Background: an optimization exercise with open tools, aiming at a short achievable clock period and few clock cycles. Do not read the settings as production practice.
Only simulation tests tie the RTL to the original design; equivalence was not proved.
Power figures rest on the tool's default switching activity, not on a simulated workload.

==> design.v <==
`default_nettype none
module cpu_alu (
    input wire [31:0] src_a,
    input wire [31:0] src_b,
    input wire [ 3:0] control,
    output reg signed [31:0] result,
    output reg carry,
    output reg borrow,
    output wire zero,
    output reg overflow,
    output wire neg,
    output reg lt
);
  wire signed [31:0] src_a_signed = src_a;
  wire signed [31:0] src_b_signed = src_b;
  wire [4:0] shamt = src_b[4:0];
  always @(*) begin
    carry    = 0;
    borrow   = 0;
    overflow = 0;
    lt       = 0;
    casez (control)
      4'b0000: {carry, result} = {1'b0, src_a} + {1'b0, src_b};
      4'b1000: begin
        {carry, result} = {1'b1, src_a} - {1'b0, src_b};
        borrow = ~carry;
        overflow = (src_a[31] != src_b[31]) && (result[31] != src_a[31]);
        lt = (result[31] ^ overflow);
      end
      4'b0001: result = src_a << shamt;
      4'b0010: result = {31'b0, src_a_signed < src_b_signed};
      4'b0011: result = {31'b0, src_a < src_b};
      4'b0100: result = src_a ^ src_b;
      4'b0101: result = src_a >> shamt;
      4'b1101: result = src_a_signed >>> shamt;
      4'b0110: result = src_a | src_b;
      4'b0111: result = src_a & src_b;
      4'b1001: result = src_a;
      4'b1010: result = src_b;
      4'b1111: result = 32'b0;
      default: result = 32'b0;
    endcase
  end
  assign zero = (result == 0);
  assign neg  = result[31];
endmodule
`default_nettype none
module cpu_imm_extend (
    input  wire [24:0] data,
    input  wire [ 2:0] imm_src,
    output reg  [31:0] imm_ext
);
  wire [11:0] imm_i = data[24:13];
  wire [11:0] imm_s = {data[24:18], data[4:0]};
  wire [12:0] imm_b = {data[24], data[0], data[23:18], data[4:1], 1'b0};
  wire [31:0] imm_u = {data[24:5], {12{1'b0}}};
  wire [20:0] imm_j = {data[24], data[12:5], data[13], data[23:14], 1'b0};
  always @(*) begin
    case (imm_src)
      3'd0: imm_ext = {{20{imm_i[11]}}, imm_i};
      3'd1: imm_ext = {{20{imm_s[11]}}, imm_s};
      3'd2: imm_ext = {{19{imm_b[12]}}, imm_b};
      3'd3: imm_ext = imm_u;
      3'd4: imm_ext = {{11{imm_j[20]}}, imm_j};
      default: imm_ext = 32'b0;
    endcase
  end
endmodule
`default_nettype none
module cpu_register_file (
    input wire clk,
    input wire rst_n,
    input wire [4:0] a1,
    input wire [4:0] a2,
    input wire [4:0] a3,
    input wire [31:0] wd3,
    input wire we3,
    output wire [31:0] rd1,
    output wire [31:0] rd2
);
  localparam REGS_SIZE = 32;
  reg [31:0] regs[0:REGS_SIZE-1];
  integer i;
  always @(negedge clk or negedge rst_n) begin
    if (!rst_n) begin
      for (i = 0; i < REGS_SIZE; i = i + 1) begin
        regs[i] <= 0;
      end
    end else begin
      if (we3 && a3 != 0) begin
        regs[a3] <= wd3;
      end
    end
  end
  assign rd1 = (a1 == 0) ? 0 : regs[a1];
  assign rd2 = (a2 == 0) ? 0 : regs[a2];
  generate
    genvar idx;
    for (idx = 0; idx < 32; idx = idx + 1) begin : g_register
      wire [31:0] val = regs[idx];
    end
  endgenerate
endmodule
`default_nettype none
module cpu_data_extend (
    input  wire [31:0] data,
    input  wire [ 2:0] control,
    output reg  [31:0] data_ext
);
  always @(*) begin
    case (control)
      3'b000:  data_ext = {{24{data[7]}}, data[7:0]};
      3'b001:  data_ext = {{16{data[15]}}, data[15:0]};
      3'b010:  data_ext = data;
      3'b100:  data_ext = {{24{1'b0}}, data[7:0]};
      3'b101:  data_ext = {{16{1'b0}}, data[15:0]};
      default: data_ext = 32'b0;
    endcase
  end
endmodule
`default_nettype none
module pipelined_cpu (
    input wire clk,
    input wire rst_n,
    output wire [31:0] instr_addr,
    input  wire [31:0] instr_data,
    output wire [31:0] data_addr,
    output wire [31:0] data_wdata,
    output wire [ 3:0] data_wenable,
    input  wire [31:0] data_rdata
);
  localparam BTB_N = 16;
  localparam BTB_IW = 4;
  localparam BTB_TW = 8;
  localparam BTB_GW = 12;   
  reg  [29:0] pc_f;
  reg         v_d;
  reg  [31:0] instr_d;
  reg  [29:0] off_d;
  reg  [31:1] rs1oh_d, rs2oh_d;
  reg  [31:1] rs1oh_hi_d, rs2oh_hi_d;
  reg  [29:0] pc_d;
  reg         pt_d;
  reg  [29:0] ptgt_d;
  reg         v_e;
  reg  [31:0] a_e, b_e, sd_e;
  reg  [31:0] sha_e;
  reg  [ 4:0] shb_e;
  reg         sub_e;
  reg         sel_add_e, sel_sll_e, sel_sr_e, sel_slt_e, sel_sltu_e;
  reg         sel_xor_e, sel_or_e, sel_and_e, sel_link_e;
  reg         sra_e;
  reg         br_e, jal_e, jalr_e;
  reg  [ 2:0] f3_e;
  reg         ld_e;
  reg  [ 3:0] st_e;
  reg  [ 4:0] rd_e;
  reg         wr_e;
  reg  [29:0] pc_e;
  reg  [29:0] link_e;
  reg  [29:0] tgt_e;
  reg         pt_e;
  reg  [29:0] ptgt_e;
  reg  [31:0] res_m;
  reg  [31:0] addr_m;
  reg  [31:0] sd_m;
  reg  [ 3:0] wen_m;
  reg         ld_m;
  reg  [ 2:0] ldf_m;
  reg  [ 4:0] rd_m;
  reg  [31:1] rdoh_m;
  reg         wr_m;
  reg         redir_m;
  reg         jalr_m;
  reg         taken_m;
  reg  [29:0] jt_m;
  reg  [29:0] tgt_m;
  reg  [29:0] link_m;
  reg         ctl_m;
  reg  [29:0] pc_m;
  wire [31:0] res_e;
  wire [31:0] wnext_m;
  reg  [BTB_N-1:0] btb_v;
  reg  [BTB_TW-1:0] btb_tag[0:BTB_N-1];
  reg  [BTB_GW-1:0] btb_tgt[0:BTB_N-1];
  reg  [ 1:0] btb_ctr[0:BTB_N-1];
  reg  [ 4:0] btb_cur[0:BTB_N-1];
  reg  [ 4:0] btb_trip[0:BTB_N-1];
  reg  [BTB_N-1:0] btb_conf;
  reg  [BTB_N-1:0] bsel_f;
  wire [BTB_TW-1:0] bt_f = pc_f[BTB_IW+BTB_TW-1:BTB_IW];
  reg  [BTB_N-1:0] bh_f;
  reg  [BTB_GW-1:0] btgt_lo_f;
  reg  [BTB_N-1:0] bsel_tgt_f;
  integer bj;
  always @(*) begin
    btgt_lo_f = {BTB_GW{1'b0}};
    bsel_tgt_f = {BTB_N{1'b0}};
    for (bj = 0; bj < BTB_N; bj = bj + 1) begin
      bh_f[bj] = bsel_f[bj] && btb_v[bj] && btb_ctr[bj][1] &&
                 !(btb_conf[bj] && btb_cur[bj] == btb_trip[bj]) && btb_tag[bj] == bt_f;
      btgt_lo_f = btgt_lo_f | ({BTB_GW{bh_f[bj]}} & btb_tgt[bj]);
      bsel_tgt_f = bsel_tgt_f | ({BTB_N{bh_f[bj]}} & ({{(BTB_N-1){1'b0}}, 1'b1} << btb_tgt[bj][BTB_IW-1:0]));
    end
  end
  wire bhit_f = |bh_f;
  wire [29:0] btgt_f = {pc_f[29:BTB_GW], btgt_lo_f};
  wire [BTB_IW-1:0] bi_m = pc_m[BTB_IW-1:0];
  wire [BTB_TW-1:0] bt_m = pc_m[BTB_IW+BTB_TW-1:BTB_IW];
  wire [BTB_IW-1:0] bi_e = pc_e[BTB_IW-1:0];
  wire [BTB_TW-1:0] bt_e = pc_e[BTB_IW+BTB_TW-1:BTB_IW];
  wire bmatch_e = btb_v[bi_e] && btb_tag[bi_e] == bt_e;
  wire [1:0] bctr_e = btb_ctr[bi_e];
  reg bmatch_m;
  reg [1:0] bctr_m;
  reg [4:0] bcur_m, btrip_m;
  always @(posedge clk or negedge rst_n) begin
    if (!rst_n) begin
      bmatch_m <= 1'b0;
      bctr_m <= 2'b00;
      bcur_m <= 5'b0;
      btrip_m <= 5'b0;
    end else begin
      bmatch_m <= bmatch_e;
      bctr_m <= bctr_e;
      bcur_m <= btb_cur[bi_e];
      btrip_m <= btb_trip[bi_e];
    end
  end
  genvar gi;
  generate
    for (gi = 0; gi < BTB_N; gi = gi + 1) begin : g_btb
      always @(posedge clk or negedge rst_n) begin
        if (!rst_n) begin
          btb_v[gi] <= 1'b0;
          btb_tag[gi] <= {BTB_TW{1'b0}};
          btb_tgt[gi] <= {BTB_GW{1'b0}};
          btb_ctr[gi] <= 2'b00;
          btb_cur[gi] <= 5'b0;
          btb_trip[gi] <= 5'b0;
          btb_conf[gi] <= 1'b0;
        end else if (ctl_m && bi_m == gi) begin
          if (taken_m) begin
            btb_v[gi] <= 1'b1;
            btb_tag[gi] <= bt_m;
            btb_tgt[gi] <= tgt_m[BTB_GW-1:0];
            if (bmatch_m) begin
              btb_ctr[gi] <= (bctr_m == 2'b11) ? 2'b11 : bctr_m + 2'b01;
              btb_cur[gi] <= (bcur_m == 5'd31) ? 5'd31 : bcur_m + 5'd1;
            end else begin
              btb_ctr[gi] <= 2'b10;
              btb_cur[gi] <= 5'd1;
              btb_trip[gi] <= 5'd0;
              btb_conf[gi] <= 1'b0;
            end
          end else if (bmatch_m) begin
            btb_ctr[gi] <= (bctr_m == 2'b00) ? 2'b00 : bctr_m - 2'b01;
            btb_cur[gi] <= 5'd0;
            btb_trip[gi] <= bcur_m;
            btb_conf[gi] <= bcur_m == btrip_m;
          end
        end
      end
    end
  endgenerate
  wire stall_d;
  wire [29:0] pc4_f = pc_f + 30'd1;
  wire [29:0] pred_f = bhit_f ? btgt_f : pc4_f;
  wire [29:0] redir_pc = jalr_m ? jt_m : (taken_m ? tgt_m : link_m);
  wire flush_f;
  wire mis_fast;
  wire [29:0] fast_pc;
  wire [BTB_N-1:0] bsel_fast;
  wire [29:0] pc_next = redir_m ? redir_pc : mis_fast ? fast_pc : pred_f;
  wire [BTB_N-1:0] bsel_redir = {{(BTB_N-1){1'b0}}, 1'b1} << redir_pc[BTB_IW-1:0];
  wire [BTB_N-1:0] bsel_step = {bsel_f[BTB_N-2:0], bsel_f[BTB_N-1]};
  wire [BTB_N-1:0] bsel_next = redir_m ? bsel_redir : mis_fast ? bsel_fast : bhit_f ? bsel_tgt_f : bsel_step;
  always @(posedge clk or negedge rst_n) begin
    if (!rst_n) begin
      pc_f <= 30'b0;
      bsel_f <= {{(BTB_N-1){1'b0}}, 1'b1};
    end else if (flush_f || !stall_d) begin
      pc_f <= pc_next;
      bsel_f <= bsel_next;
    end
  end
  reg [29:0] iaddr_q;
  always @(posedge clk) begin
    if (!rst_n) iaddr_q <= 30'b0;
    else if (flush_f || !stall_d) iaddr_q <= pc_next;
  end
  assign instr_addr = {iaddr_q, 2'b00};
  wire [31:0] offb_f = {{19{instr_data[31]}}, instr_data[31], instr_data[7], instr_data[30:25], instr_data[11:8], 1'b0};
  wire [31:0] offj_f = {{11{instr_data[31]}}, instr_data[31], instr_data[19:12], instr_data[20], instr_data[30:21], 1'b0};
  wire [31:0] off_full_f = instr_data[3] ? offj_f : offb_f;
  wire [29:0] off_f = off_full_f[31:2];
  wire [31:0] rs1oh_full = 32'b1 << instr_data[19:15];
  wire [31:0] rs2oh_full = 32'b1 << instr_data[24:20];
  wire [31:1] rs1oh_f = rs1oh_full[31:1];
  wire [31:1] rs2oh_f = rs2oh_full[31:1];
  always @(posedge clk) begin
    if (!stall_d) begin
      rs1oh_hi_d <= rs1oh_f;
      rs2oh_hi_d <= rs2oh_f;
    end
  end
  always @(posedge clk or negedge rst_n) begin
    if (!rst_n) begin
      v_d <= 1'b0;
      instr_d <= 32'b0;
      off_d <= 30'b0;
      rs1oh_d <= 31'b0;
      rs2oh_d <= 31'b0;
      pc_d <= 30'b0;
      pt_d <= 1'b0;
      ptgt_d <= 30'b0;
    end else begin
      if (flush_f) v_d <= 1'b0;
      else if (!stall_d) v_d <= 1'b1;
      if (!stall_d) begin
        instr_d <= instr_data;
        off_d <= off_f;
        rs1oh_d <= rs1oh_f;
        rs2oh_d <= rs2oh_f;
        pc_d <= pc_f;
        pt_d <= bhit_f;
        ptgt_d <= btgt_f;
      end
    end
  end
  wire [6:0] op_d = instr_d[6:0];
  wire [2:0] f3_d = instr_d[14:12];
  wire       f7b_d = instr_d[30];
  wire [4:0] rs1_d = instr_d[19:15];
  wire [4:0] rs2_d = instr_d[24:20];
  wire [4:0] rd_d = instr_d[11:7];
  wire is_load = op_d == 7'b0000011;
  wire is_store = op_d == 7'b0100011;
  wire is_opimm = op_d == 7'b0010011;
  wire is_op = op_d == 7'b0110011;
  wire is_lui = op_d == 7'b0110111;
  wire is_auipc = op_d == 7'b0010111;
  wire is_br = op_d == 7'b1100011;
  wire is_jal = op_d == 7'b1101111;
  wire is_jalr = op_d == 7'b1100111;
  wire use1_d = is_load | is_store | is_opimm | is_op | is_br | is_jalr;
  wire use2_d = is_op | is_br | is_store;
  wire wr_d = v_d & (is_load | is_opimm | is_op | is_lui | is_auipc | is_jal | is_jalr) & (rd_d != 5'd0);
  wire [31:0] imm_i = {{20{instr_d[31]}}, instr_d[31:20]};
  wire [31:0] imm_s = {{20{instr_d[31]}}, instr_d[31:25], instr_d[11:7]};
  wire [31:0] imm_b = {{19{instr_d[31]}}, instr_d[31], instr_d[7], instr_d[30:25], instr_d[11:8], 1'b0};
  wire [31:0] imm_u = {instr_d[31:12], 12'b0};
  wire [31:0] imm_j = {{11{instr_d[31]}}, instr_d[31], instr_d[19:12], instr_d[20], instr_d[30:21], 1'b0};
  wire [31:0] imm_d = is_store ? imm_s : (is_lui | is_auipc) ? imm_u : imm_i;
  wire [29:0] tgt_d = pc_d + off_d;
  reg [31:0] rf[1:31];
  generate
    for (gi = 1; gi < 32; gi = gi + 1) begin : g_rf
      always @(posedge clk or negedge rst_n) begin
        if (!rst_n) rf[gi] <= 32'b0;
        else if (wr_m && rdoh_m[gi]) rf[gi] <= wnext_m;
      end
    end
  endgenerate
  reg [31:0] rf1, rf2;
  integer ri;
  always @(*) begin
    rf1 = 32'b0;
    rf2 = 32'b0;
    for (ri = 1; ri < 32; ri = ri + 1) begin
      rf1 = rf1 | ({{16{rs1oh_hi_d[ri]}}, {16{rs1oh_d[ri]}}} & rf[ri]);
      rf2 = rf2 | ({{16{rs2oh_hi_d[ri]}}, {16{rs2oh_d[ri]}}} & rf[ri]);
    end
  end
  wire [31:0] rv1_d = rf1;
  wire [31:0] rv2_d = rf2;
  reg m1_e, m2_e, m1_m, m2_m, stall_q;
  wire [6:0] op_f = instr_data[6:0];
  wire [4:0] rs1_f = instr_data[19:15];
  wire [4:0] rs2_f = instr_data[24:20];
  wire use1_f = op_f == 7'b0000011 || op_f == 7'b0100011 || op_f == 7'b0010011 ||
                op_f == 7'b0110011 || op_f == 7'b1100011 || op_f == 7'b1100111;
  wire use2_f = op_f == 7'b0110011 || op_f == 7'b1100011 || op_f == 7'b0100011;
  always @(posedge clk or negedge rst_n) begin
    if (!rst_n) begin
      m1_e <= 1'b0;
      m2_e <= 1'b0;
      m1_m <= 1'b0;
      m2_m <= 1'b0;
      stall_q <= 1'b0;
    end else if (stall_d) begin
      m1_e <= 1'b0;
      m2_e <= 1'b0;
      m1_m <= wr_e && rd_e == rs1_d;
      m2_m <= wr_e && rd_e == rs2_d;
      stall_q <= 1'b0;
    end else begin
      m1_e <= wr_d && rd_d == rs1_f;
      m2_e <= wr_d && rd_d == rs2_f;
      m1_m <= wr_e && rd_e == rs1_f;
      m2_m <= wr_e && rd_e == rs2_f;
      stall_q <= wr_d && is_load && ((use1_f && rd_d == rs1_f) || (use2_f && rd_d == rs2_f));
    end
  end
  assign stall_d = stall_q && v_d;
  wire a_rs1 = !(is_lui | is_auipc | is_jal);
  wire b_rs2 = is_op | is_br;
  wire alu_sub = is_br | (is_op & f7b_d & f3_d == 3'b000) | ((is_op | is_opimm) & (f3_d == 3'b010 || f3_d == 3'b011));
  wire alu_class = is_op | is_opimm;
  wire is_shift = alu_class & (f3_d == 3'b001 || f3_d == 3'b101);
  always @(posedge clk or negedge rst_n) begin
    if (!rst_n) begin
      v_e <= 1'b0;
      a_e <= 32'b0;
      b_e <= 32'b0;
      sd_e <= 32'b0;
      sha_e <= 32'b0;
      shb_e <= 5'b0;
      sub_e <= 1'b0;
      sel_add_e <= 1'b0;
      sel_sll_e <= 1'b0;
      sel_sr_e <= 1'b0;
      sel_slt_e <= 1'b0;
      sel_sltu_e <= 1'b0;
      sel_xor_e <= 1'b0;
      sel_or_e <= 1'b0;
      sel_and_e <= 1'b0;
      sel_link_e <= 1'b0;
      sra_e <= 1'b0;
      br_e <= 1'b0;
      jal_e <= 1'b0;
      jalr_e <= 1'b0;
      f3_e <= 3'b0;
      ld_e <= 1'b0;
      st_e <= 4'b0;
      rd_e <= 5'b0;
      wr_e <= 1'b0;
      pc_e <= 30'b0;
      link_e <= 30'b0;
      tgt_e <= 30'b0;
      pt_e <= 1'b0;
      ptgt_e <= 30'b0;
    end else begin
      a_e <= (a_rs1 & m1_e) ? res_e : is_lui ? 32'b0 : (is_auipc | is_jal) ? {pc_d, 2'b00} : m1_m ? wnext_m : rv1_d;
      b_e <= (b_rs2 & m2_e) ? (res_e ^ {32{alu_sub}}) : (!b_rs2 ? imm_d : m2_m ? wnext_m : rv2_d) ^ {32{alu_sub}};
      sd_e <= m2_e ? res_e : m2_m ? wnext_m : rv2_d;
      sha_e <= !is_shift ? 32'b0 : m1_e ? res_e : m1_m ? wnext_m : rv1_d;
      shb_e <= !is_shift ? 5'b0 : !b_rs2 ? imm_d[4:0] : m2_e ? res_e[4:0] : m2_m ? wnext_m[4:0] : rv2_d[4:0];
      sub_e <= alu_sub;
      sel_add_e <= (!alu_class & !is_jal & !is_jalr) | (alu_class & f3_d == 3'b000);
      sel_sll_e <= alu_class & f3_d == 3'b001;
      sel_sr_e <= alu_class & f3_d == 3'b101;
      sel_slt_e <= alu_class & f3_d == 3'b010;
      sel_sltu_e <= alu_class & f3_d == 3'b011;
      sel_xor_e <= alu_class & f3_d == 3'b100;
      sel_or_e <= alu_class & f3_d == 3'b110;
      sel_and_e <= alu_class & f3_d == 3'b111;
      sel_link_e <= is_jal | is_jalr;
      sra_e <= f7b_d;
      f3_e <= f3_d;
      ld_e <= is_load;
      st_e <= !is_store ? 4'b0000 : f3_d[1] ? 4'b1111 : f3_d[0] ? 4'b0011 : 4'b0001;
      rd_e <= rd_d;
      pc_e <= pc_d;
      link_e <= pc_d + 30'd1;
      tgt_e <= tgt_d;
      ptgt_e <= ptgt_d;
      if (flush_f || stall_d || !v_d) begin
        v_e <= 1'b0;
        wr_e <= 1'b0;
        br_e <= 1'b0;
        jal_e <= 1'b0;
        jalr_e <= 1'b0;
        pt_e <= 1'b0;
        st_e <= 4'b0;
        ld_e <= 1'b0;
      end else begin
        v_e <= 1'b1;
        wr_e <= wr_d;
        br_e <= is_br;
        jal_e <= is_jal;
        jalr_e <= is_jalr;
        pt_e <= pt_d;
      end
    end
  end
  wire [31:0] rdoh_e = 32'b1 << rd_e;
  wire [31:0] opa = a_e;
  wire [31:0] opb = b_e;
  wire [31:0] opsd = sd_e;
  wire [32:0] sum = {1'b0, opa} + {1'b0, opb} + {32'b0, sub_e};
  wire ltu = !sum[32];
  wire lt = (opa[31] ^ opb[31]) ? ltu : opa[31];
  wire eq = &(opa ^ opb);
  wire [4:0] shamt = shb_e;
  wire [31:0] sll = sha_e << shamt;
  wire signed [32:0] sr_in = {sra_e & sha_e[31], sha_e};
  wire [32:0] sr_out = sr_in >>> shamt;
  wire [31:0] sr = sr_out[31:0];
  assign res_e =
      ({32{sel_add_e}} & sum[31:0]) |
      ({32{sel_sll_e}} & sll) |
      ({32{sel_sr_e}} & sr) |
      ({32{sel_slt_e}} & {31'b0, lt}) |
      ({32{sel_sltu_e}} & {31'b0, ltu}) |
      ({32{sel_xor_e}} & (opa ^ opb)) |
      ({32{sel_or_e}} & (opa | opb)) |
      ({32{sel_and_e}} & (opa & opb)) |
      ({32{sel_link_e}} & {link_e, 2'b00});
  reg cond_e;
  always @(*) begin
    case (f3_e)
      3'b000:  cond_e = eq;
      3'b001:  cond_e = !eq;
      3'b100:  cond_e = lt;
      3'b101:  cond_e = !lt;
      3'b110:  cond_e = ltu;
      3'b111:  cond_e = !ltu;
      default: cond_e = 1'b0;
    endcase
  end
  wire taken_e = jal_e | (br_e & cond_e);
  wire tgt_ok_e = ptgt_e == tgt_e;
  wire mis_e = v_e & (jalr_e | (taken_e ? !(pt_e & tgt_ok_e) : pt_e));
  wire late_e = jalr_e | (br_e & f3_e[2]);
  wire taken_fast = jal_e | (br_e & (eq ^ f3_e[0]));
  assign mis_fast = !redir_m & v_e & !late_e & (taken_fast ? !(pt_e & tgt_ok_e) : pt_e);
  assign flush_f = redir_m | mis_fast;
  assign fast_pc = taken_fast ? tgt_e : link_e;
  wire [BTB_N-1:0] bsel_ftgt = {{(BTB_N-1){1'b0}}, 1'b1} << tgt_e[BTB_IW-1:0];
  wire [BTB_N-1:0] bsel_flink = {{(BTB_N-1){1'b0}}, 1'b1} << link_e[BTB_IW-1:0];
  assign bsel_fast = taken_fast ? bsel_ftgt : bsel_flink;
  always @(posedge clk or negedge rst_n) begin
    if (!rst_n) begin
      res_m <= 32'b0;
      wen_m <= 4'b0;
      ld_m <= 1'b0;
      ldf_m <= 3'b0;
      rd_m <= 5'b0;
      rdoh_m <= 31'b0;
      wr_m <= 1'b0;
      redir_m <= 1'b0;
      jalr_m <= 1'b0;
      taken_m <= 1'b0;
      jt_m <= 30'b0;
      tgt_m <= 30'b0;
      link_m <= 30'b0;
      ctl_m <= 1'b0;
      pc_m <= 30'b0;
    end else begin
      res_m <= res_e;
      ld_m <= ld_e;
      ldf_m <= f3_e;
      rd_m <= rd_e;
      rdoh_m <= rdoh_e[31:1];
      jalr_m <= jalr_e;
      taken_m <= taken_e;
      jt_m <= sum[31:2];
      tgt_m <= tgt_e;
      link_m <= link_e;
      pc_m <= pc_e;
      if (redir_m) begin
        wen_m <= 4'b0;
        wr_m <= 1'b0;
        redir_m <= 1'b0;
        ctl_m <= 1'b0;
      end else begin
        wen_m <= st_e;
        wr_m <= wr_e;
        redir_m <= mis_e & late_e;
        ctl_m <= v_e & (br_e | jal_e);
      end
    end
  end
  always @(posedge clk) begin
    addr_m <= sum[31:0];
    sd_m <= opsd;
  end
  assign data_addr = addr_m;
  assign data_wdata = sd_m;
  assign data_wenable = wen_m;
  reg [31:0] ldv_m;
  always @(*) begin
    case (ldf_m)
      3'b000:  ldv_m = {{24{data_rdata[7]}}, data_rdata[7:0]};
      3'b001:  ldv_m = {{16{data_rdata[15]}}, data_rdata[15:0]};
      3'b100:  ldv_m = {24'b0, data_rdata[7:0]};
      3'b101:  ldv_m = {16'b0, data_rdata[15:0]};
      default: ldv_m = data_rdata;
    endcase
  end
  assign wnext_m = ld_m ? ldv_m : res_m;
endmodule
==> flow/run.sh <==
#!/bin/bash
# Standard layout, with repair_timing aiming for more setup slack than the
# flow settings allow (same clock, same constraints).
set -euo pipefail
bash standard.sh SETUP_SLACK_MARGIN=7.4 finish > standard_flow.log 2>&1
==> standard.sh <==
#!/bin/bash
# synth_recipe.tcl (not shown) runs the flow's synth.tcl, then flattens the netlist and writes it again
# the make line also repeats each setting of config.mk as NAME=value (left out here)
make -C /OpenROAD-flow-scripts/flow DESIGN_CONFIG=/design/flow/config.mk WORK_HOME=/design/flow/orfs CLKGATE_MAP_FILE= SYNTH_SCRIPT=/design/flow/synth_recipe.tcl "${@:-finish}"
==> config.mk <==
export PLATFORM = sky130hd
export DESIGN_NAME = pipelined_cpu
export DESIGN_NICKNAME = pipelined_cpu
export VERILOG_FILES = /design/flow/design.v
export SDC_FILE = /design/flow/constraint.sdc
export NUM_CORES = 4
export LEC_CHECK = 0
export CAP_MARGIN = 20
export CORE_MARGIN = 2
export CORE_UTILIZATION = 45
export PLACE_DENSITY = 0.65
export SLEW_MARGIN = 20
==> constraint.sdc <==
create_clock -name core_clock -period 11.0 [get_ports {clk}]
set_input_delay 2.2000 -clock core_clock [delete_from_list [all_inputs] [get_ports {clk}]]
set_output_delay 2.2000 -clock core_clock [all_outputs]
set_load 0.01 [all_outputs]
==> results of run 1 <==
==> routing by layer <==
metal  track usage  share of wire  vias up
li1              -              -    40700
met1         0.500           0.35    50600
met2         0.570           0.41     8580
met3         0.159           0.14     2720
met4         0.291          0.092       22
met5       0.00926        0.00064        -
==> metrics by stage <==
stage / cells / total power, W
2_1_floorplan: 11200 / 0.0128
3_3_place_gp: 14100 / 0.0152
3_5_place_dp: 14100 / 0.0153
4_1_cts: 14600 / 0.0244
5_1_grt: 14700 / 0.0255
6_report: 14700 / 0.0249
==> worst max-delay path, stage by stage, from the launching register on <==
cell and delay (ns):
dfrtp_1 0.37, buf_6 0.19, xnor2_1 0.32, nand4_1 0.30
or2_2 0.40, nor3_4 0.11, buf_4 0.38, nand2_1 0.27
nor2_2 0.53, a32oi_1 0.22, nand3_1 0.28, nor3_1 0.13
o21ai_0 0.17
==> cell usage in the layout (no fill, tap or decap), types with 43 or more instances in the layout <==
master              n
a211oi_1           52
nor3_1            178
mux4_2             76
buf_6              98
a22oi_1           492
clkdlybuf4s50_1    58
a21o_1             68
mux2_2            509
a21oi_1           303
nand2_2            46
a22o_1            364
nor2b_1            43
clkbuf_1           70
clkbuf_16         283
nand3_1           191
nor2_1            430
edfxtp_1           62
o21ai_0          1317
diode_2            54
o22ai_1            57
buf_4             349
dfrtp_1          2168
nand4_1           216
inv_1             132
xnor2_1           232
mux2i_1           134
a221oi_1          378
ha_1               71
nand2b_1           70
xor2_1            165
nand2_1          1586
dfxtp_2            62
==> cells by family after synthesis <==
group | Yosys count | synth area share
other | 1 | 0.0000331
AOI/OAI and AO/OA | 3416 | 0.199
and+or+nand+nor | 3110 | 0.123
xor gates and xnor gates | 411 | 0.0318
DFF | 2347 | 0.517
muxes | 732 | 0.0787
buffers and inverters | 1125 | 0.0392
adders and majority gates | 100 | 0.0112
==> repair_timing <==
action,CTS,global route
buffers inserted,39,38
gates cloned,4,10
setup endpoints to repair,525,1290
gates resized for setup,686,197
pin swaps,19,43
==> flip-flops by register name, summed over array words and instances, names as in the netlist, 31 cells and up <==
signal and count:
btb_tag 128, res_m 32, b_e 32, rs2oh_hi_d 31, sd_e 32, sha_e 32
btb_ctr 32, btb_trip 80, rs2oh_d 31, addr_m 32, btb_tgt 192, rdoh_m 31
btb_cur 80, a_e 32, rf 992, rs1oh_d 31, sd_m 32, rs1oh_hi_d 31
==> final cells by class <==
class | count | area [um^2]
diodes | 54 | 135
clock buffers | 390 | 7820
clock inverters | 79 | 927
fillers | 22200 | 121000
inverters | 140 | 538
multi-input cells | 7779 | 52300
flip-flops and latches | 2347 | 58700
well taps | 3348 | 4190
repair buffers | 566 | 5130
==> worst paths after layout <==
check                                     from                         end  slack (ns)  depth (start not counted)
setup / recovery           pc_f[9]$_DFFE_PN0P_       bsel_f[6]$_DFFE_PN0P_        7.22                         12
hold / removal              sd_e[10]$_DFF_PN0_            sd_m[10]$_DFF_P_        0.34                          0
setup reg to reg           pc_f[9]$_DFFE_PN0P_       bsel_f[6]$_DFFE_PN0P_        7.22                         12
hold reg to reg             sd_e[10]$_DFF_PN0_            sd_m[10]$_DFF_P_        0.34                          0
max in group asynchronous                rst_n       rf[9][28]$_DFFE_PN0P_        7.63                          3
min in group asynchronous                rst_n  btb_trip[5][4]$_DFFE_PN0P_        1.16                          1
==> power breakdown <==
group,switching [W],internal (W),total [W]
Sequential,0.00126,0.00961,0.0109
Combinational,0.00336,0.00157,0.00493
Clock,0.00373,0.00536,0.00910
==> run summary, run 1 <==
outcome no timing/DRC/antenna violations; top-count cell post-synth dfrtp_1; crit path time final 3.78 ns; Hold Vio Cnt, Final 0; post-DR wirelength/cell 36.2 um; Final ANT Viol Nets 0; initial drt markers 17,700; final setup vio count 0; Setup Slack @ Placement 5.56 ns; Post-CTS Hold Fix Bufs 0; Tcrit/Tclk final 0.343; leakage power 57.9 nW; CP Max Fanout 21; relative slew slack 0.0864; grt ovf 0; DR DRC count 0; CTS H-tree lvls 5; GRT Util Overall 0.404; nature of the critical path startpoint flip-flop; Worst-Skew Late Latency 0.98 ns; Worst Setup Slack, final 7.22 ns; vias in the first global route 97,900; YS warnings 7; clock root cell clkbuf_16; Starting Density 0.452; Seq/Total Area, Yosys 0.517; Post-synth EDFFs 62; dominant cells by area after synthesis dfrtp_1 (48%), o21ai_0 (5.9%), nand2_1 (5.4%), mux2_2 (5.1%), a22oi_1 (3.3%); Primary FF master, synth dfrtp_1; setup TNS 0 ns; mean number of vias per cell 6.98; Row Count 184; share of layout cells above drive strength 1 0.174; final net count 11,300; RSZ-0062 raised after global routing true; fmax 0.265 GHz; Final Slew Violations 0; initial antenna violation count 49; Hold Path Class reg2reg; Distinct cells, synth 98; Core ar. 251,000 um^2; FF+latch count, synth 2,347; Slew @ Worst Pin 1.36 ns; largest net degree at the start of global routing 176; Util after Layout 0.517; die height 506 um; Horiz. Die Dim 506 um; Post-synth top cells dfrtp_1 (2,190), nand2_1 (1,635), o21ai_0 (1,347), clkbuf_1 (893), mux2_2 (511); Worst VDD drop 0.169 mV; Setup Skew 0.0790 ns; dpl hpwl 341,000 um; number of CTS-inserted buffers 275; Hold WS 0.341 ns; fin area 130,000 um^2; 1st-pass router iterations 10; Longest Clk Path Bufs 4; clock sinks 2,347; Post-synth ARST share 0.934; gate count of the mapped netlist 11,200; syn avg cell area 10.1 um^2; TritonCTS clock tree built; PortBufs 163; die footprint 256,000 um^2; max-cap violations 0; io pins 166; final WL 533,000 um; post-synth top area cell dfrtp_1; crit path DAT 4.66 ns; CP required 11.88 ns; placed inst area 118,000 um^2; Layout area overhead 14.5%; Yosys top cell area share 0.484; first-pass GRT wire length 743,000 um; Setup CP Type reg2reg; Worst setup EP type flip-flop; via count 103,000; pwr dens 192 nW/um^2; clock slew at the register clock pins of the worst setup and hold paths 0.06 ns; RePlAce Congestion 1.04; Post-Syn Area 113,000 um^2
Testbench counts, summed over its fixed seeds: cycles 478,929.
==> inputs of run 2 (changes only) <==
==> flow/run.sh (replaced) <==
#!/bin/bash
# Standard layout, with repair_timing aiming for more setup slack than the
# flow settings allow (same clock, same constraints).
set -euo pipefail
bash standard.sh SETUP_SLACK_MARGIN=8 finish > standard_flow.log 2>&1
==> run 2 against run 1 <==
Against the previous run:
- register-to-register slack improved by 0.08 ns
- critical path depth fell by 3
- final cell count rose by 2.9%
- non-clock buffer count rose by 431
- global-route usage rose by 2.0 points
- clock skew rose by 0.0071 ns
- first-iteration DRC count rose by 5.7%
- via count rose by 4.2%
- sequential power barely moved
- setup slack improved by 0.078 ns
- wire length rose by 5.4%
- still clean on timing, DRC and antenna
==> run summary, run 2 <==
top-count cell post-synth dfrtp_1; Worst Setup Slack, final 7.30 ns (+0.0784 ns); number of CTS-inserted buffers 276 (+0.36%); total power draw 0.0265 W (+6.5%); leakage power 62.0 nW (+7.1%); final net count 11,700 (+4.0%); Worst-Skew Late Latency 0.98 ns (about the same); clock slew at the register clock pins of the worst setup and hold paths 0.06 ns (about the same); fmax 0.270 GHz (+2.1%); largest registers rf x992, btb_tgt x192, btb_tag x128; final WL 561,000 um (+5.4%); Final Slew Violations 0 (unchanged); Fillers 21,100 (-5.0%); Worst path slowest cell nor3_1; crit path time final 3.70 ns (-0.0784 ns); share of layout cells above drive strength 1 0.261 (+0.0872); YS warnings 7 (unchanged); dominant cells by area after synthesis dfrtp_1 (48%), o21ai_0 (5.9%), nand2_1 (5.4%), mux2_2 (5.1%), a22oi_1 (3.3%); Hold Vio Cnt, Final 0 (unchanged); Tcrit/Tclk final 0.336 (-0.00713); 1st-pass router iterations 11 (+1); Seq/Total Area, Yosys 0.517 (unchanged); Post-synth EDFFs 62 (unchanged); nature of the critical path startpoint flip-flop; Setup Slack @ Placement 5.60 ns (+0.0423 ns); RePlAce Congestion 1.02 (-2.3%); gate count of the mapped netlist 11,200 (unchanged); initial antenna violation count 41 (-16%); via count 107,000 (+4.2%); relative slew slack 0.0636 (-0.0228); buffer and inverter count on the worst path 1 (-1); outcome no timing/DRC/antenna violations; Worst setup EP type flip-flop; Starting Density 0.452 (unchanged); Setup CP Type reg2reg; Setup Skew 0.0860 ns (+0.00708 ns); GRT Util Overall 0.423 (+0.0196); Largest Register rf; most frequent cells in the layout dfrtp_1 (2,139), nand2_1 (1,531), o21ai_0 (848), buf_4 (524), mux2_2 (502); syn avg cell area 10.1 um^2 (unchanged); clock sinks 2,347 (unchanged); max incr delay on CP 1.09 ns (+0.56 ns); Distinct cells, synth 98 (unchanged); max-cap violations 0 (unchanged); vias in the first global route 101,000 (+3.4%); crit-path leading delay family simple AND/OR/NAND/NOR gates; TritonCTS clock tree built; io pins 166 (unchanged); setup TNS 0 ns (unchanged); register area 58,800 um^2 (about the same); FF+latch count, synth 2,347 (unchanged); final setup vio count 0 (unchanged); mean number of vias per cell 7.07 (+1.3%); Core ar. 251,000 um^2 (unchanged); Layout area overhead 23.3%; PortBufs 163 (unchanged); Final ANT Viol Nets 0 (unchanged); RSZ-0062 raised after global routing true; crit path DAT 4.50 ns (-0.16 ns); Slew @ Worst Pin 1.39 ns (+0.0309 ns); post-DR wirelength/cell 37.1 um (+2.4%); Primary FF master, synth dfrtp_1; first-pass GRT wire length 776,000 um (+4.5%); Post-CTS Hold Fix Bufs 0 (unchanged); Row Count 184 (unchanged); initial drt markers 18,700 (+5.7%); Post-synth ARST share 0.934 (unchanged); Critical Path, Cell by Cell buf_4, a22o_1, a221oi_1, nand4_1, nor3_1, a21oi_2, mux2_4, a21o_1, xnor2_1; commonest non-fill, non-tap cell in the layout dfrtp_1; largest net degree at the start of global routing 153 (-13%); pwr dens 190 nW/um^2 (-1.1%); clock root cell clkbuf_16; die footprint 256,000 um^2 (unchanged); Horiz. Die Dim 506 um (unchanged); die height 506 um (unchanged); max reg flops 992 (unchanged); Post-Syn Area 113,000 um^2 (unchanged); Post-synth top cells dfrtp_1 (2,190), nand2_1 (1,635), o21ai_0 (1,347), clkbuf_1 (893), mux2_2 (511); post-synth top area cell dfrtp_1; Hold Path Class reg2reg; DR DRC count 0 (unchanged); Yosys top cell area share 0.484 (unchanged); CP required 11.80 ns (-0.08 ns); dpl hpwl 339,000 um (-0.52%); CTS H-tree lvls 5 (unchanged); multi-input logic area 57,200 um^2 (+9.2%); grt ovf 0 (unchanged); CP Max Fanout 11 (-48%); Worst VDD drop 0.200 mV (+18%); Longest Clk Path Bufs 4 (unchanged)
run 2: cell counts after synthesis:
No cell type changed its count.
run 2: metal layers:
layer	part of all wire	wire [um]	track usage
met4	0.095	53500	0.308
met2	0.41	229000	0.590
met3	0.15	84500	0.186
met5	0.0014	793	0.0202
met1	0.35	194000	0.517
run 2: layout make-up:
cell class,instances,area share
Timing Repair inverter,1,0.000143
Inverter,140,0.00403
Tap cell,3348,0.0300
Sequential cell,2347,0.420
Multi-Input combinational cell,7796,0.409
Clock inverter,74,0.00594
Antenna cell,34,0.000609
Timing Repair Buffer,997,0.0727
Clock buffer,391,0.0571
run 2: path summary, 6_finish.rpt:
kind	start	endpoint	slack [ns]	depth (start not counted)
setup / recovery	rs2oh_hi_d[4]$_DFFE_PN_	b_e[16]$_DFF_PN0_	7.30	9
hold / removal	sd_e[27]$_DFF_PN0_	sd_m[27]$_DFF_P_	0.34	0
setup reg to reg	rs2oh_hi_d[4]$_DFFE_PN_	b_e[16]$_DFF_PN0_	7.30	9
hold reg to reg	sd_e[27]$_DFF_PN0_	sd_m[27]$_DFF_P_	0.34	0
max in group asynchronous	rst_n	b_e[19]$_DFF_PN0_	8.18	3
min in group asynchronous	rst_n	pc_f[1]$_DFFE_PN0P_	1.17	1
run 2: metrics by stage:
step	area [um^2]	std cells	util	hold WS (ns)
after global routing	140000	15100	0.557	0.346
after global placement	119000	14100	0.473	0.327
final	140000	15100	0.557	0.342
after detailed placement	119000	14100	0.473	0.329
after CTS	136000	15000	0.543	0.343
after floorplan	114000	11200	-	0.324
run 2: repair_timing:
item / CTS / global route
resized for setup: 1693 / 508
cloned: 42 / 13
setup buffers: 362 / 125
pin swaps: 361 / 272
setup endpoints to repair: 2656 / 1225
run 2: logic make-up (layout without fill, tap and decap cells):
kind of cell               count (synthesis)  in the layout  synth area share
muxes                                    732            735            0.0787
buffers and inverters                   1125           1603            0.0392
and+or+nand+nor                         3110           3118             0.123
DFF                                     2347           2347             0.517
xor gates and xnor gates                 411            411            0.0318
other                                      1             36         0.0000331
adders and majority gates                100            100            0.0112
AOI/OAI and AO/OA                       3416           3430             0.199
run 2: power breakdown:
part	internal, W	switching, W	total (W)
logic	0.00242	0.00399	0.00640
clock network	0.00537	0.00380	0.00917
registers	0.00961	0.00133	0.0109
==> inputs of run 3 (changes only) <==
==> flow/run.sh (replaced) <==
#!/bin/bash
# Standard layout, with repair_timing aiming for more setup slack than the
# flow settings allow (same clock, same constraints), and free to resize
# cells to any drive strength.
set -euo pipefail
bash standard.sh SETUP_SLACK_MARGIN=8 MATCH_CELL_FOOTPRINT=0 finish > standard_flow.log 2>&1
==> run 3 against run 2 <==
Against the previous run:
- core utilization is 0.66 points lower
- sequential power hardly changed
- hold slack worse by 0.065 ns
- setup slack better by 0.0056 ns
==> run summary, run 3 <==
outcome no timing/DRC/antenna violations; Final ANT Viol Nets 0 (unchanged); Comb power frac 0.238 (-0.003); Tcrit/Tclk final 0.336 (-0.000507); die footprint 256,000 um^2 (unchanged); DR DRC count 0 (unchanged); grt ovf 0 (unchanged); leakage power 61.2 nW (-1.3%); commonest non-fill, non-tap cell in the layout dfrtp_1; Post-synth ARST share 0.934 (unchanged); placed inst area 119,000 um^2 (about the same); gate count of the mapped netlist 11,200 (unchanged); 1st-pass router iterations 13 (+2); proportion of synthesized area in mux cells 0.0787 (unchanged); max-cap violations 0 (unchanged); compound-gate portion of the synthesized area 0.199 (unchanged); FF+latch count, synth 2,347 (unchanged); crit-path leading delay family flip-flops; Slew @ Worst Pin 1.28 ns (-0.115 ns); CP required 8.80 ns (-3.00 ns); mean number of vias per cell 6.99 (-1.2%); die height 506 um (unchanged); Post-synth EDFFs 62 (unchanged); share of layout cells above drive strength 1 0.248 (-0.0129); internal power 0.0171 W (-1.7%); dpl hpwl 339,000 um (about the same); post-synthesis adder-cell area fraction 0.0112 (unchanged); Worst path slowest cell dfxtp_4; YS warnings 7 (unchanged); pwr dens 189 nW/um^2 (-0.53%); switching power 0.00896 W (-1.8%); Longest Clk Path Bufs 3 (-1); combinational family with the most area after synthesis compound AO/OA/AOI/OAI gates; Final Slew Violations 0 (unchanged); Post-Synth Simple-Gate Area 0.123 (unchanged); RePlAce Congestion 1.02 (+0.49%); buffer and inverter count on the worst path 1 (unchanged); setup TNS 0 ns (unchanged); Fillers 21,300 (+0.84%); crit path time final 3.69 ns (-0.00558 ns); relative slew slack 0.140 (+0.0769); Core ar. 251,000 um^2 (unchanged); fmax 0.271 GHz (+0.15%); initial drt markers 17,800 (-4.9%); clock root cell clkbuf_16; Setup Skew 0.0889 ns (+0.00290 ns); Row Count 184 (unchanged); Starting Density 0.452 (unchanged); Yosys top cell area share 0.484 (unchanged); clock share of power 0.344 (-0.002); most frequent cells in the layout dfrtp_1 (2,142), nand2_1 (1,546), o21ai_0 (1,050), buf_4 (511), mux2_2 (504); number of CTS-inserted buffers 239 (-13%); Hold Vio Cnt, Final 0 (unchanged); Worst setup EP type primary output; GRT Util Overall 0.419 (-0.00410); Worst VDD drop 0.184 mV (-7.7%); crit path DAT 1.49 ns (-3.01 ns); top-count cell post-synth dfrtp_1; RSZ-0062 raised after global routing true; dominant cells by area after synthesis dfrtp_1 (48%), o21ai_0 (5.9%), nand2_1 (5.4%), mux2_2 (5.1%), a22oi_1 (3.3%); nature of the critical path startpoint flip-flop; Seq/Total Area, Yosys 0.517 (unchanged); CP Max Fanout 1 (-10); max reg flops 992 (unchanged); Post-Syn Area 113,000 um^2 (unchanged); final net count 11,600 (-0.77%); Hold Path Class reg2reg; via count 105,000 (-1.5%); max incr delay on CP 0.44 ns (-0.65 ns); xor and xnor fraction of the mapped netlist area 0.0318 (unchanged); Horiz. Die Dim 506 um (unchanged); vias in the first global route 101,000 (-0.39%); initial antenna violation count 44 (+7.3%); first-pass GRT wire length 769,000 um (-0.91%); TritonCTS clock tree built; fin area 138,000 um^2 (-1.2%); largest net degree at the start of global routing 134 (-12%); Post-synth top cells dfrtp_1 (2,190), nand2_1 (1,635), o21ai_0 (1,347), clkbuf_1 (893), mux2_2 (511); final WL 554,000 um (-1.2%); final setup vio count 0 (unchanged); sequential power share 0.418 (+0.005); clock sinks 2,347 (unchanged); CTS H-tree lvls 4 (-1); Post-CTS Hold Fix Bufs 0 (unchanged); post-synth top area cell dfrtp_1; switching share of power 0.344 (about the same); Layout area overhead 21.9%; largest registers rf x992, btb_tgt x192, btb_tag x128; Distinct cells, synth 98 (unchanged); syn avg cell area 10.1 um^2 (unchanged); PortBufs 163 (unchanged); Critical Path, Cell by Cell buf_6; io pins 166 (unchanged); clock slew at the register clock pins of the worst setup and hold paths 0.07 ns (about the same); Worst-Skew Late Latency 0.94 ns (-0.04 ns); Primary FF master, synth dfrtp_1; Largest Register rf; Setup CP Type reg2out; post-DR wirelength/cell 36.8 um (-0.85%)
## run 3: cell types whose count changed in the layout (fill, tap and decap cells not counted), sizes merged, moves of 4 or more
| cell | change |
|---|---|
| diode | +18 |
| clkbuf | -20 |
| bufinv | +15 |
| buf | -59 |
| bufbuf | -8 |
| clkdlybuf4s15 | -6 |
| dlygate4sd2 | -7 |
| nand3 | -5 |
| clkdlybuf4s50 | -4 |
| clkinv | +23 |
| o21ai | -8 |
| dlymetal6s2s | +11 |
## run 3: final timing paths
| kind | endpoint | cells after the start | start | slack [ns] |
|---|---|---|---|---|
| min | sd_m[30]$_DFF_P_ | 0 | sd_e[30]$_DFF_PN0_ | 0.28 |
| min reg2reg | sd_m[30]$_DFF_P_ | 0 | sd_e[30]$_DFF_PN0_ | 0.28 |
| max reg2reg | iaddr_q[7]$_SDFFE_PN0P_ | 18 | b_e[17]$_DFF_PN0_ | 7.38 |
| max in group asynchronous | pc_f[0]$_DFFE_PN0P_ | 3 | rst_n | 8.08 |
| max | data_wdata[11] | 1 | sd_m[11]$_DFF_P_ | 7.31 |
| min in group asynchronous | btb_tgt[15][0]$_DFFE_PN0P_ | 1 | rst_n | 1.24 |
## run 3: final cells by class
class                      count  area (um^2)  share of cell area
timing repair buffer         959         9910              0.0717
antenna                       52          130            0.000942
clock buffer                 336         7050              0.0510
clock inverter               112         1660              0.0120
inverter                     140          562             0.00407
sequential                  2347        58800               0.425
multi-input combinational   7781        55800               0.404
timing repair inverter         1         16.3            0.000118
tap                         3348         4190              0.0303
## run 3: kinds of logic (layout without fill, tap and decap cells)
group,count (synthesis),count (layout)
AO/OA/AOI/OAI,3416,3422
AND/OR/NAND/NOR,3110,3111
flip-flops,2347,2347
buffers and inverters,1125,1548
multiplexers,732,735
XOR/XNOR,411,411
adder cells (fa/ha/maj),100,100
other,1,54
## run 3: metrics by stage
stage	total power [W]	instances	hold WS, ns	util	worst slack [ns]
after global routing	0.0267	15100	0.307	0.550	7.30
after global placement	0.0152	14100	0.332	0.472	5.68
final	0.0261	15100	0.277	0.550	7.31
after detailed placement	0.0153	14100	0.329	0.473	5.59
after CTS	0.0252	14900	0.285	0.539	7.33
after floorplan	0.0130	11200	0.324	-	7.19
## run 3: metal layers
layer	vias up	track usage	wire length [um]
met5	-	0.0148	543
met4	30	0.323	56900
met3	2985	0.170	80300
met2	8932	0.586	225000
met1	51900	0.513	192000
li1	41500	-	-
## run 3: power by group through the flow
stage | clock network (W) | logic [W] | registers, W
after floorplan | 0 | 0.00273 | 0.0103
after global placement | 0 | 0.00440 | 0.0108
after detailed placement | 0 | 0.00447 | 0.0109
after CTS | 0.00895 | 0.00552 | 0.0108
after global routing | 0.00932 | 0.00640 | 0.0109
final | 0.00897 | 0.00619 | 0.0109
## run 3: what timing repair did
action | CTS | global route
setup buffers | 314 | 119
gates cloned | 46 | 6
gates resized for setup | 1424 | 397
pin swaps | 259 | 206
endpoints found under the setup margin | 2800 | 1451
==> inputs of run 4 (changes only) <==
--- a/config.mk
+++ b/config.mk
@@ -7,6 +7,6 @@
 export LEC_CHECK = 0
 export CAP_MARGIN = 20
 export CORE_MARGIN = 2
-export CORE_UTILIZATION = 45
-export PLACE_DENSITY = 0.65
+export CORE_UTILIZATION = 40
+export PLACE_DENSITY = 0.6
 export SLEW_MARGIN = 20
==> run 4 against run 3 <==
Against the previous run:
- combinational power rose by 5.3%
- wire length rose by 3.1%
- largest power group unchanged
- largest cell class unchanged
- sequential power barely moved
- synthesized cell count did not move
- power rose by 3.0%
==> run summary, run 4 <==
Final Slew Violations 0 (unchanged); dpl hpwl 351,000 um (+3.5%); Horiz. Die Dim 536 um (+6.0%); final WL 572,000 um (+3.1%); Util after Layout 0.497 (-0.0537); Primary FF master, synth dfrtp_1; Starting Density 0.402 (-0.0498); Worst path slowest cell dfxtp_4; HP Start sd_e[0]$_DFF_PN0_; relative slew slack 0.104 (-0.0364); clock sinks 2,347 (unchanged); leakage power 62.0 nW (+1.2%); Longest Clk Path Bufs 4 (+1); Worst VDD drop 0.124 mV (-33%); initial drt markers 17,400 (-2.4%); top-count cell post-synth dfrtp_1; 1st-pass router iterations 10 (-3); GRT Util Overall 0.385 (-0.0341); post-synth top area cell dfrtp_1; clock root cell clkbuf_16; Reg2Reg Depth 17 (-1); io pins 166 (unchanged); via count 106,000 (+0.54%); Core ar. 282,000 um^2 (+12%); crit-path leading delay family flip-flops; Slew @ Worst Pin 1.34 ns (+0.0644 ns); Critical Path, Cell by Cell buf_6; vias in the first global route 101,000 (-0.12%); gate count of the mapped netlist 11,200 (unchanged); mean number of vias per cell 6.81 (-2.5%); r2r endpoint shb_e[0]$_DFF_PN0_; crit path DAT 1.51 ns (+0.02 ns); hold path depth 0 (unchanged); Row Count 195 (+6.0%); max incr delay on CP 0.41 ns (-0.03 ns); most frequent cells in the layout dfrtp_1 (2,133), nand2_1 (1,556), o21ai_0 (1,021), buf_4 (521), mux2_2 (497); final net count 11,700 (+0.57%); Setup CP Type reg2out; Inst Count DP 14,500 (+2.7%); grt ovf 0 (unchanged); CP required 8.80 ns (about the same); die footprint 288,000 um^2 (+12%); FF+latch count, synth 2,347 (unchanged); pwr dens 192 nW/um^2 (+1.6%); Setup Skew 0.137 ns (+0.0485 ns); RSZ-0062 raised after global routing true; buffer and inverter count on the worst path 1 (unchanged); Hold Vio Cnt, Final 0 (unchanged); dominant cells by area after synthesis dfrtp_1 (48%), o21ai_0 (5.9%), nand2_1 (5.4%), mux2_2 (5.1%), a22oi_1 (3.3%); crit path time final 3.71 ns (+0.0123 ns); number of CTS-inserted buffers 268 (+12%); Tcrit/Tclk final 0.337 (+0.00112); YS warnings 7 (unchanged); PortBufs 163 (unchanged); Worst setup EP type primary output; outcome no timing/DRC/antenna violations; Yosys top cell area share 0.484 (unchanged); r2r startpoint sub_e$_DFF_PN0_; max-cap violations 0 (unchanged); Hold WS 0.345 ns (+0.0675 ns); TritonCTS clock tree built; max reg flops 992 (unchanged); Seq/Total Area, Yosys 0.517 (unchanged); syn avg cell area 10.1 um^2 (unchanged); RePlAce Congestion 1.02 (-0.67%); CP Max Fanout 1 (unchanged); Largest Register rf; Layout area overhead 23.6%; Post-Syn Area 113,000 um^2 (unchanged); CTS H-tree lvls 5 (+1); initial antenna violation count 44 (unchanged); largest registers rf x992, btb_tgt x192, btb_tag x128; nature of the critical path startpoint flip-flop; first-pass GRT wire length 787,000 um (+2.4%); Hold Path Class reg2reg; Final ANT Viol Nets 0 (unchanged); fmax 0.270 GHz (-0.33%); Post-synth EDFFs 62 (unchanged); Distinct cells, synth 98 (unchanged); largest net degree at the start of global routing 140 (+4.5%); commonest non-fill, non-tap cell in the layout dfrtp_1; post-DR wirelength/cell 36.8 um (about the same); DR DRC count 0 (unchanged); non-filler cells, final 15,600 (+3.2%); Post-synth top cells dfrtp_1 (2,190), nand2_1 (1,635), o21ai_0 (1,347), clkbuf_1 (893), mux2_2 (511); Worst-Skew Late Latency 1.01 ns (+0.07 ns); final setup vio count 0 (unchanged); setup TNS 0 ns (unchanged); clock slew at the register clock pins of the worst setup and hold paths 0.06 ns (about the same); R2R setup slack 7.44 ns (+0.06 ns); Hold EP sd_m[0]$_DFF_P_; Post-synth ARST share 0.934 (unchanged); die height 536 um (+6.0%); share of layout cells above drive strength 1 0.257 (+0.00895)
-- run 4: worst register-to-register path, delay by kind of cell (launching register included) --
family / cells / cell delay [ns]
compound gates: 8 / 1.54
buf+inv: 5 / 0.66
fa+ha+maj: 2 / 0.65
flops: 1 / 0.40
simple gates: 2 / 0.23
-- run 4: cell families (layout without fill, tap and decap cells) --
kind of cell | after synthesis | count (layout) | share of synthesized area
compound gates | 3416 | 3425 | 0.199
xor+xnor | 411 | 411 | 0.0318
buf+inv | 1125 | 1615 | 0.0392
other cells | 1 | 59 | 0.0000331
simple gates | 3110 | 3117 | 0.123
flops | 2347 | 2347 | 0.517
fa+ha+maj | 100 | 100 | 0.0112
mux | 732 | 735 | 0.0787
-- run 4: layout make-up --
| type | count | area [um^2] |
|---|---|---|
| Fill cell | 25100 | 142000 |
| Sequential cell | 2347 | 58800 |
| Multi-Input combinational cell | 7790 | 56600 |
| Timing Repair Buffer | 987 | 10200 |
| Clock buffer | 384 | 7770 |
| Tap cell | 3743 | 4680 |
| Clock inverter | 103 | 1320 |
| Inverter | 140 | 569 |
| Antenna cell | 57 | 143 |
| Timing Repair inverter | 1 | 16.3 |
-- run 4: per-stage QoR --
stage / worst slack (ns) / instance area (um^2) / total power (W)
after floorplan: 7.19 / 114000 / 0.0130
after global placement: 5.89 / 119000 / 0.0154
after detailed placement: 5.79 / 119000 / 0.0155
after CTS: 7.31 / 137000 / 0.0259
after global routing: 7.31 / 140000 / 0.0275
final: 7.29 / 140000 / 0.0269
-- run 4: what timing repair did --
item / in CTS / in global routing
pin swaps: 283 / 219
resized for setup: 1515 / 497
endpoints found under the setup margin: 2797 / 1094
hold buffers: 0 / 0
setup buffers: 330 / 148
gates cloned: 51 / 8
-- run 4: layer usage --
metal,wire (um),vias to the layer above,global-route usage
li1,-,41700,-
met1,203000,52400,0.473
met2,236000,8876,0.548
met3,80000,2875,0.151
met4,52800,28,0.276
met5,667,-,0.0135
-- run 4: worst max-delay path by stage --
stage	cells past startpoint	start	endpoint
final	1	sd_m[8]$_DFF_P_	data_wdata[8]
after global placement	14	a_e[31]$_DFF_PN0_	iaddr_q[6]$_SDFFE_PN0P_
after floorplan	8	data_rdata[15]	b_e[30]$_DFF_PN0_
after detailed placement	15	a_e[31]$_DFF_PN0_	st_e[1]$_DFF_PN0_
after CTS	1	sd_m[9]$_DFF_P_	data_wdata[9]
after global routing	1	wen_m[2]$_DFF_PN0_	data_wenable[3]
-- run 4: power breakdown --
group,internal (W),total [W],switching [W],leakage (nW)
clock network,0.00546,0.00940,0.00394,4.45
registers,0.00961,0.0109,0.00133,26.4
logic,0.00247,0.00652,0.00405,31.1
total,0.0175,0.0269,0.00932,62.0
==> inputs of run 5 (changes only) <==
--- a/config.mk
+++ b/config.mk
@@ -7,6 +7,6 @@
 export LEC_CHECK = 0
 export CAP_MARGIN = 20
 export CORE_MARGIN = 2
-export CORE_UTILIZATION = 40
-export PLACE_DENSITY = 0.6
+export CORE_UTILIZATION = 55
+export PLACE_DENSITY = 0.7
 export SLEW_MARGIN = 20
==> run 5 against run 4 <==
Against the previous run:
- flip-flop and latch count is the same
- largest power group unchanged
- first-iteration DRC count grew 14%
- final area shrank 2.2%
- hold slack lost 0.0033 ns
- global-route usage grew 12 points
- power shrank 2.8%
- largest cell class unchanged
==> run summary, run 5 <==
Row Count 166 (-15%); sequential power share 0.417 (+0.010); DR DRC count 0 (unchanged); 1st-pass router iterations 14 (+4); Distinct cells, synth 98 (unchanged); total power draw 0.0261 W (-2.8%); Seq/Total Area, Yosys 0.517 (unchanged); buffer and inverter count on the worst path 1 (unchanged); Setup CP Type reg2out; R2R setup slack 7.41 ns (-0.03 ns); post-DR wirelength/cell 37.9 um (+3.2%); TritonCTS clock tree built; outcome no timing/DRC/antenna violations; Worst path slowest cell dfxtp_4; max-cap violations 0 (unchanged); max reg flops 992 (unchanged); number of CTS-inserted buffers 237 (-12%); Setup Skew 0.0812 ns (-0.0563 ns); first-pass GRT wire length 757,000 um (-3.8%); switching share of power 0.345 (-0.00160); fmax 0.272 GHz (+0.78%); Longest Clk Path Bufs 3 (-1); syn avg cell area 10.1 um^2 (unchanged); r2r startpoint f3_e[2]$_DFF_PN0_; CTS H-tree lvls 4 (-1); Starting Density 0.553 (+0.152); Critical path origin sd_m[9]$_DFF_P_; relative slew slack 0.122 (+0.0176); CP Max Fanout 1 (unchanged); initial antenna violation count 66 (+50%); Layout area overhead 20.9%; internal power 0.0171 W (-2.6%); Critical Path End data_wdata[9]; Final Slew Violations 0 (unchanged); Horiz. Die Dim 458 um (-15%); initial drt markers 19,900 (+14%); Critical Path, Cell by Cell buf_6; post-synth top area cell dfrtp_1; Yosys top cell area share 0.484 (unchanged); PortBufs 163 (unchanged); RSZ-0062 raised after global routing true; io pins 166 (unchanged); RePlAce Congestion 1.05 (+3.0%); Tcrit/Tclk final 0.334 (-0.00261); crit path DAT 1.48 ns (-0.03 ns); largest registers rf x992, btb_tgt x192, btb_tag x128; critical path depth in cells 1 (unchanged); YS warnings 7 (unchanged); die footprint 210,000 um^2 (-27%); switching power 0.00901 W (-3.3%); r2r endpoint st_e[1]$_DFF_PN0_; Primary FF master, synth dfrtp_1; Inst Count DP 13,400 (-7.2%); Worst-Skew Late Latency 0.94 ns (-0.07 ns); Post-Syn Area 113,000 um^2 (unchanged); Post-CTS Hold Fix Bufs 0 (unchanged); final WL 547,000 um (-4.4%); Worst setup EP type primary output; clock share of power 0.341 (-0.009); via count 107,000 (+1.4%); pwr dens 191 nW/um^2 (-0.61%); final setup vio count 0 (unchanged); leakage power 61.1 nW (-1.4%); crit path time final 3.68 ns (-0.0287 ns); Util after Layout 0.669 (+0.172); die height 458 um (-15%); dpl hpwl 334,000 um (-4.8%); Reg2Reg Depth 11 (-6); max incr delay on CP 0.41 ns (about the same); FF+latch count, synth 2,347 (unchanged); vias in the first global route 101,000 (+0.35%); mean number of vias per cell 7.45 (+9.4%); Comb power frac 0.242 (about the same); Post-synth ARST share 0.934 (unchanged); Slew @ Worst Pin 1.32 ns (-0.0264 ns); Post-synth EDFFs 62 (unchanged); Largest Register rf; Hold Path Class reg2reg; Core ar. 205,000 um^2 (-27%); crit-path leading delay family flip-flops; commonest non-fill, non-tap cell in the layout dfrtp_1; share of layout cells above drive strength 1 0.245 (-0.0117); grt ovf 0 (unchanged); nature of the critical path startpoint flip-flop; Final ANT Viol Nets 0 (unchanged); most frequent cells in the layout dfrtp_1 (2,148), nand2_1 (1,538), o21ai_0 (1,039), mux2_2 (500), buf_4 (495); dominant cells by area after synthesis dfrtp_1 (48%), o21ai_0 (5.9%), nand2_1 (5.4%), mux2_2 (5.1%), a22oi_1 (3.3%); clock root cell clkbuf_16; Post-synth top cells dfrtp_1 (2,190), nand2_1 (1,635), o21ai_0 (1,347), clkbuf_1 (893), mux2_2 (511); GRT Util Overall 0.506 (+0.121); top-count cell post-synth dfrtp_1; setup TNS 0 ns (unchanged); Hold Vio Cnt, Final 0 (unchanged); clock slew at the register clock pins of the worst setup and hold paths 0.07 ns (about the same); CP required 8.80 ns (about the same); clock sinks 2,347 (unchanged); non-filler cells, final 14,400 (-7.3%); Worst VDD drop 0.187 mV (+51%); final net count 11,600 (-0.63%); gate count of the mapped netlist 11,200 (unchanged); largest net degree at the start of global routing 155 (+11%)
==> run 5: logic make-up (layout without fill, tap and decap cells) <==
kind of cell / after synthesis / after routing / share of synthesized area
buffers and inverters: 1125 / 1539 / 0.0392
DFF: 2347 / 2347 / 0.517
muxes: 732 / 734 / 0.0787
and+or+nand+nor: 3110 / 3117 / 0.123
other: 1 / 55 / 0.0000331
xor gates and xnor gates: 411 / 411 / 0.0318
adders and majority gates: 100 / 100 / 0.0112
AOI/OAI and AO/OA: 3416 / 3422 / 0.199
==> run 5: worst min path at each step <==
stage	endpoint	depth (start not counted)	from	slack, ns
after floorplan	sd_m[0]$_DFF_P_	0	sd_e[0]$_DFF_PN0_	0.32
after global placement	sd_m[8]$_DFF_P_	0	sd_e[8]$_DFF_PN0_	0.33
after detailed placement	sd_m[0]$_DFF_P_	0	sd_e[0]$_DFF_PN0_	0.33
after CTS	sd_m[0]$_DFF_P_	0	sd_e[0]$_DFF_PN0_	0.34
after global routing	sd_m[0]$_DFF_P_	0	sd_e[0]$_DFF_PN0_	0.35
final	sd_m[0]$_DFF_P_	0	sd_e[0]$_DFF_PN0_	0.34
==> run 5: through the flow <==
stage,hold slack [ns],cell area [um^2],setup WS (ns)
floorplan,0.324,114000,7.19
global placement,0.330,118000,6.09
detailed placement,0.327,118000,6.00
CTS,0.341,134000,7.33
global route,0.353,137000,7.32
finish,0.341,137000,7.32
==> run 5: power groups by stage <==
stage	Sequential, W	Combinational (W)	Clock (W)
2_1_floorplan	0.0103	0.00273	0
3_3_place_gp	0.0108	0.00441	0
3_5_place_dp	0.0109	0.00448	0
4_1_cts	0.0108	0.00544	0.00885
5_1_grt	0.0109	0.00649	0.00922
6_report	0.0109	0.00632	0.00890
==> run 5: final cells by class <==
class | count | area (um^2)
Inverter | 140 | 558
Tap cell | 2688 | 3360
Fill cell | 15300 | 67800
Antenna cell | 53 | 133
Clock buffer | 338 | 6900
Sequential cell | 2347 | 58800
Clock inverter | 112 | 1640
Multi-Input combinational cell | 7786 | 55900
Timing Repair Buffer | 949 | 9700
==> run 5: repair_timing <==
action                                 4_1_cts  5_1_grt
setup endpoints to repair                 2793     1429
buffers inserted                           282      157
pin swaps                                  276      233
gates cloned                                39        7
resized for setup                         1431      416
endpoints found under the hold margin        0        0
==> run 5: per-layer routing <==
metal / up-vias / track usage / part of all wire
li1: 41600 / - / -
met1: 52100 / 0.617 / 0.33
met2: 10200 / 0.693 / 0.40
met3: 3449 / 0.220 / 0.16
met4: 55 / 0.403 / 0.11
met5: - / 0.0299 / 0.0021

==> port drivers added, routing unchanged <==
How much do the figures lean on ideal ports? The routed layouts below were timed once more, with nothing changed but the port constraints. Step 1 assumes that a clkbuf_16 drives the clock port and a buf_2 every other input. Step 2, shift: input delay + t, output delay - t, t = (earliest + latest rising clock arrival at the registers) / 2. This alone moves slack from input paths to output paths. Slacks: no drivers / after step 1 / after step 2; pairs: no drivers / after step 1.
| run | t (ns) | slack for setup (ns) | latest minus earliest clock arrival (ns) | worst data-port slew with drivers (ns) |
|---|---|---|---|---|
| run 1 | 1.028 | 7.222 / 7.222 / 6.372 | 0.093 / 0.093 | 0.26 |
| run 2 | 1.044 | 7.300 / 7.208 / 6.558 | 0.097 / 0.097 | 0.27 |
| run 3 | 1.014 | 7.306 / 7.192 / 6.655 | 0.101 / 0.101 | 0.28 |
| run 4 | 1.031 | 7.293 / 7.203 / 6.757 | 0.139 / 0.139 | 0.24 |
| run 5 | 0.991 | 7.322 / 7.232 / 6.522 | 0.082 / 0.082 | 0.28 |
After both steps setup and hold are still met in every run listed. The setup slack of run 1, which loses most, moves by 0.000 ns with the drivers and by -0.850 ns with both steps.
